From an optimization exercise on the open Yosys and OpenROAD flow, aimed at small area and a short achievable clock period; shortcuts taken in it are not production practice.
Function was checked by simulation only, so behaviour that the tests miss may differ from the original.
The flow treats the clock pin as an ideal source, which a real chip does not have.
No activity file was given, so power comes from the tool's default toggle rates.

## easyobv_lb
module easyobv_lb
(
    input logic clk,
    input logic rst,
    input logic pause,
    input logic clear,
    output logic timeout,
    input logic [87:0] instr_tdata,
    input logic instr_tvalid,
    output logic instr_tready,
    output logic [63:0] traffic_tdata,
    output logic traffic_tvalid,
    output logic [7:0] traffic_tkeep,
    output logic traffic_tlast,
    output logic [3:0] traffic_tdest,
    input logic traffic_tready,
    input logic [63:0] rx_mon_tdata,
    input logic rx_mon_tvalid,
    input logic rx_mon_tready,
    input logic [7:0] rx_mon_tkeep,
    input logic rx_mon_tlast,
    input logic [3:0] rx_mon_tdest,
    output logic mismatch,
    output logic [19:0] time_cnt,
    output logic [19:0] tx_pkt_cnt,
    output logic [19:0] tx_time_elapsed,
    output logic [19:0] tx_transferred_size,
    output logic [19:0] rx_pkt_cnt,
    output logic [19:0] rx_time_elapsed,
    output logic [19:0] rx_transferred_size,
    output logic [19:0] latency_sum
);
    axis_gen u_axis_gen (
        .clk            (clk),
        .rst            (rst),
        .pause          (pause),
        .clear          (clear),
        .timeout        (timeout),
        .instr_tdata    (instr_tdata[85:0]),
        .instr_tvalid   (instr_tvalid),
        .instr_tready   (instr_tready),
        .traffic_tdata  (traffic_tdata),
        .traffic_tvalid (traffic_tvalid),
        .traffic_tkeep  (traffic_tkeep),
        .traffic_tlast  (traffic_tlast),
        .traffic_tdest  (traffic_tdest),
        .traffic_tready (traffic_tready)
    );
    axis_mon u_axis_mon (
        .clk                 (clk),
        .sys_rst             (rst),
        .clear               (clear),
        .tx_tdata            (traffic_tdata),
        .tx_tvalid           (traffic_tvalid),
        .tx_tready           (traffic_tready),
        .tx_tkeep            (traffic_tkeep),
        .tx_tlast            (traffic_tlast),
        .tx_tdest            (traffic_tdest),
        .rx_tdata            (rx_mon_tdata),
        .rx_tvalid           (rx_mon_tvalid),
        .rx_tready           (rx_mon_tready),
        .rx_tkeep            (rx_mon_tkeep),
        .rx_tlast            (rx_mon_tlast),
        .rx_tdest            (rx_mon_tdest),
        .mismatch            (mismatch),
        .time_cnt            (time_cnt),
  ...
For scale: ~6,200 cells after synthesis, ~410 I/O pins, roughly 83,000 um2 of cells after synthesis.
Settings: LEC_CHECK=0, CAP_MARGIN=20, CORE_MARGIN=2, CORE_UTILIZATION=70, CTS_CLUSTER_DIAMETER=80, CTS_CLUSTER_SIZE=24, SETUP_SLACK_MARGIN=3.9, SLEW_MARGIN=20, SYNTH_HIERARCHICAL=1, SYNTH_MINIMUM_KEEP_SIZE=0; clock period 7.0 ns.
standard.sh (not shown) runs the stock make flow with config.mk's settings and CLKGATE_MAP_FILE= SYNTH_SCRIPT=/design/flow/synth_recipe.tcl, a recipe that flattens the netlist after the stock synthesis.
==> flow/flow/run.sh <==
#!/bin/bash
# The standard layout, with two changes: plain buf_1 cells as the port buffers instead
# of the delay buffers buffer_ports picks by default, and, after clock tree synthesis,
# the gate that drives the instr_tready port takes its inputs straight from the port
# buffers (eco.tcl) rather than through the buffers placement put after them.
set -euo pipefail
export BUFFER_PORTS_ARGS="-buffer_cell sky130_fd_sc_hd__buf_1"
bash standard.sh cts > standard_cts.log 2>&1
R=orfs/results/sky130hd/easyobv_lb/base
printf 'read_db %s\nsource flow/eco.tcl\nwrite_db %s\n' $R/4_cts.odb $R/4_cts.odb > eco_run.tcl
openroad -no_init -exit eco_run.tcl > eco.log 2>&1
bash standard.sh > standard_finish.log 2>&1
==> flow/flow/eco.tcl <==
# Shorten the input-to-output path to instr_tready: its gate takes its inputs
# straight from the port buffers, and the gate and the output buffer are upsized.
proc drv_inst {net} {
  foreach it [$net getITerms] {
    if {[$it isOutputSignal]} { return [$it getInst] }
  }
  return ""
}
proc in_net {inst} {
  foreach it [$inst getITerms] {
    if {[$it isInputSignal] && [$it getNet] != "NULL"} { return [$it getNet] }
  }
  return ""
}
set block [ord::get_db_block]
set obuf [drv_inst [[$block findBTerm instr_tready] getNet]]
set gate [drv_inst [in_net $obuf]]
puts "output buffer [$obuf getName] [[$obuf getMaster] getName], gate [$gate getName] [[$gate getMaster] getName]"
foreach it [$gate getITerms] {
  if {![$it isInputSignal]} continue
  set net [$it getNet]
  set d [drv_inst $net]
  # walk back through buffers to the port buffer
  while {$d != "" && [string match "*buf*" [[$d getMaster] getName]] && ![string match "input*" [$d getName]]} {
    set up [in_net $d]
    set dd [drv_inst $up]
    if {$dd == ""} break
    set net $up
    set d $dd
  }
  if {$net != [$it getNet]} {
    puts "  [$it getMTerm] ([[$it getMTerm] getName]): [[$it getNet] getName] -> [$net getName]"
    $it disconnect
    $it connect $net
  }
}
Rerun with:
--- a/flow/design.v
+++ b/flow/design.v
@@ -120,16 +120,24 @@
 module rst_or
 (
     input logic a,
     input logic b,
     output logic y
 );
     assign y = a | b;
 endmodule
+module and_gate
+(
+    input logic a,
+    input logic b,
+    output logic y
+);
+    assign y = a & b;
+endmodule
 `timescale 1ns/1ps
 module axis_gen
 (
     input logic clk,
     input logic rst,
     input logic pause,
     input logic clear,
     output logic timeout,
@@ -372,35 +380,26 @@
     localparam int VW = 77;
     logic [VW-1:0] tx_vec, cmp_head;
     logic [VW-1:0] cmp_mem [16];
     logic [4:0] cmp_cnt;
     logic [15:0] cmp_wp, cmp_rp;    
     logic cmp_empty, cmp_one, cmp_full;
     logic cmp_push, cmp_pop, cmp_head_new;
     assign tx_vec = {tx_tdest, tx_tlast, tx_tkeep, tx_tdata};
+    assign cmp_empty = cmp_cnt == 5'd0;
+    assign cmp_one = cmp_cnt == 5'd1;
+    assign cmp_full = cmp_cnt == 5'd17;
     assign cmp_push = tx_hs & ~cmp_full;
     assign cmp_pop = rx_hs & ~mismatch & ~cmp_empty;
     assign cmp_head_new = cmp_empty | (cmp_pop & cmp_one);
     logic [4:0] cmp_cnt_nxt;
     fifo_count u_cmp_cnt (.cnt(cmp_cnt), .push(cmp_push), .pop(cmp_pop), .cnt_nxt(cmp_cnt_nxt));
     always_ff @(posedge clk) begin
         if (rst_4) begin
-            cmp_empty <= 1'b1;
-            cmp_one <= 1'b0;
-            cmp_full <= 1'b0;
-        end
-        else begin
-            cmp_empty <= cmp_cnt_nxt == 5'd0;
-            cmp_one <= cmp_cnt_nxt == 5'd1;
-            cmp_full <= cmp_cnt_nxt == 5'd17;
-        end
-    end
-    always_ff @(posedge clk) begin
-        if (rst_4) begin
             cmp_cnt <= '0;
             cmp_wp <= 16'd1;
             cmp_rp <= 16'd1;
         end
         else begin
             cmp_cnt <= cmp_cnt_nxt;
             if (cmp_push & ~cmp_empty)
                 cmp_wp <= {cmp_wp[14:0], cmp_wp[15]};
@@ -416,17 +415,19 @@
     end
     always_ff @(posedge clk) begin
         if (cmp_head_new)
             cmp_head <= tx_vec;
         else if (cmp_pop)
             cmp_head <= cmp_rd;
     end
     logic [15:0] cmp_we;
-    assign cmp_we = cmp_wp & {16{~cmp_full}};
+    for (genvar i = 0; i < 16; i++) begin : g_cmp_we
+        and_gate u_we (.a(tx_tready), .b(tx_tvalid & ~cmp_full & ~cmp_empty & cmp_wp[i]), .y(cmp_we[i]));
+    end
     always_ff @(posedge clk) begin
         for (int i = 0; i < 16; i++)
             if (cmp_we[i])
                 cmp_mem[i] <= tx_vec;
     end
     logic rx_diff;
     always_comb begin
         rx_diff = rx_tkeep != cmp_head[71:64] || rx_tlast != cmp_head[72] || rx_tdest != cmp_head[76:73];
@@ -444,35 +445,25 @@
     logic [19:0] lat_age, lat_next;
     logic [4:0] lat_cnt;
     logic [15:0] lat_wp;            
     logic [15:0] lat_rp3;           
     logic lat_empty, lat_one, lat_two_up, lat_three_up, lat_full;
     logic lat_in, lat_out, lat_push, lat_pop, lat_head_new;
     assign lat_in = tx_hs & tx_tlast & ~mismatch;
     assign lat_out = rx_hs & rx_tlast & ~mismatch;
+    assign lat_empty = lat_cnt == 5'd0;
+    assign lat_one = lat_cnt == 5'd1;
+    assign lat_three_up = lat_cnt >= 5'd3;
+    assign lat_full = lat_cnt == 5'd17;
     assign lat_push = lat_in & ~lat_full;
     assign lat_pop = lat_out & ~lat_empty;
     assign lat_head_new = lat_empty | (lat_pop & lat_one);
     logic [4:0] lat_cnt_nxt;
     fifo_count u_lat_cnt (.cnt(lat_cnt), .push(lat_push), .pop(lat_pop), .cnt_nxt(lat_cnt_nxt));
-    always_ff @(posedge clk) begin
-        if (rst_6) begin
-            lat_empty <= 1'b1;
-            lat_one <= 1'b0;
-            lat_three_up <= 1'b0;
-            lat_full <= 1'b0;
-        end
-        else begin
-            lat_empty <= lat_cnt_nxt == 5'd0;
-            lat_one <= lat_cnt_nxt == 5'd1;
-            lat_three_up <= lat_cnt_nxt >= 5'd3;
-            lat_full <= lat_cnt_nxt == 5'd17;
-        end
-    end
     logic [19:0] lat_rd3;
     always_comb begin
         lat_rd3 = '0;
         for (int i = 0; i < 16; i++)
             lat_rd3 = lat_rd3 | ({20{lat_rp3[i]}} & lat_mem[i]);
     end
     always_ff @(posedge clk) begin
         if (rst_6) begin
@@ -497,17 +488,19 @@
     end
     always_ff @(posedge clk) begin
         if (lat_pop & lat_three_up)
             lat_next <= lat_rd3;
         else if (lat_pop | (lat_push & lat_one))
             lat_next <= time_cnt;
     end
     logic [15:0] lat_we;
-    assign lat_we = lat_wp & {16{~lat_full}};
+    for (genvar i = 0; i < 16; i++) begin : g_lat_we
+        and_gate u_we (.a(tx_tready), .b(tx_tvalid & tx_tlast & ~mismatch & ~lat_full & ~lat_empty & lat_wp[i]), .y(lat_we[i]));
+    end
     always_ff @(posedge clk) begin
         for (int i = 0; i < 16; i++)
             if (lat_we[i])
                 lat_mem[i] <= time_cnt;
     end
     always_ff @(posedge clk) begin
         if (rst_7)
             latency_sum <= '0;
- The new run completed with no timing, DRC or antenna violations
- via count is higher by a few percent
- setup slack gets worse by 0.054 ns
- power barely changes
- global-route usage climbs by 3.1 points
- combinational power is higher by roughly a tenth
- utilization climbs by 0.53 points
- fmax decreases slightly
- die area grows slightly

-- separate check: timing with driven ports --
Ports are ideal in the flow. The routed layouts listed here were re-timed in OpenROAD. Step 1 assumes that a clkbuf_16 drives the clock port and a buf_2 every other input. Step 2 times the ports against the registers' clock, not the clock port: input delays grow and output delays shrink by t, the midpoint of the rising clock arrivals with the driver on. a / b / c = ideal / step 1 / step 2; a / b = the first two.
run | t, ns | slack for setup (ns) | worst hold slack (ns) | worst register clock-pin slew, ns | cell pins on the clock port's net
the first run | 0.803 | 3.777 / 3.729 / 3.097 | 0.442 / 0.442 / 0.442 | 0.10 / 0.10 | 1
the second run | 0.806 | 3.723 / 3.559 / 2.953 | 0.456 / 0.456 / 0.456 | 0.10 / 0.10 | 1
After both steps every run listed still meets setup and hold. For the second run, which loses most, drivers alone change the setup slack by -0.164 ns; drivers and shift together by -0.770 ns.
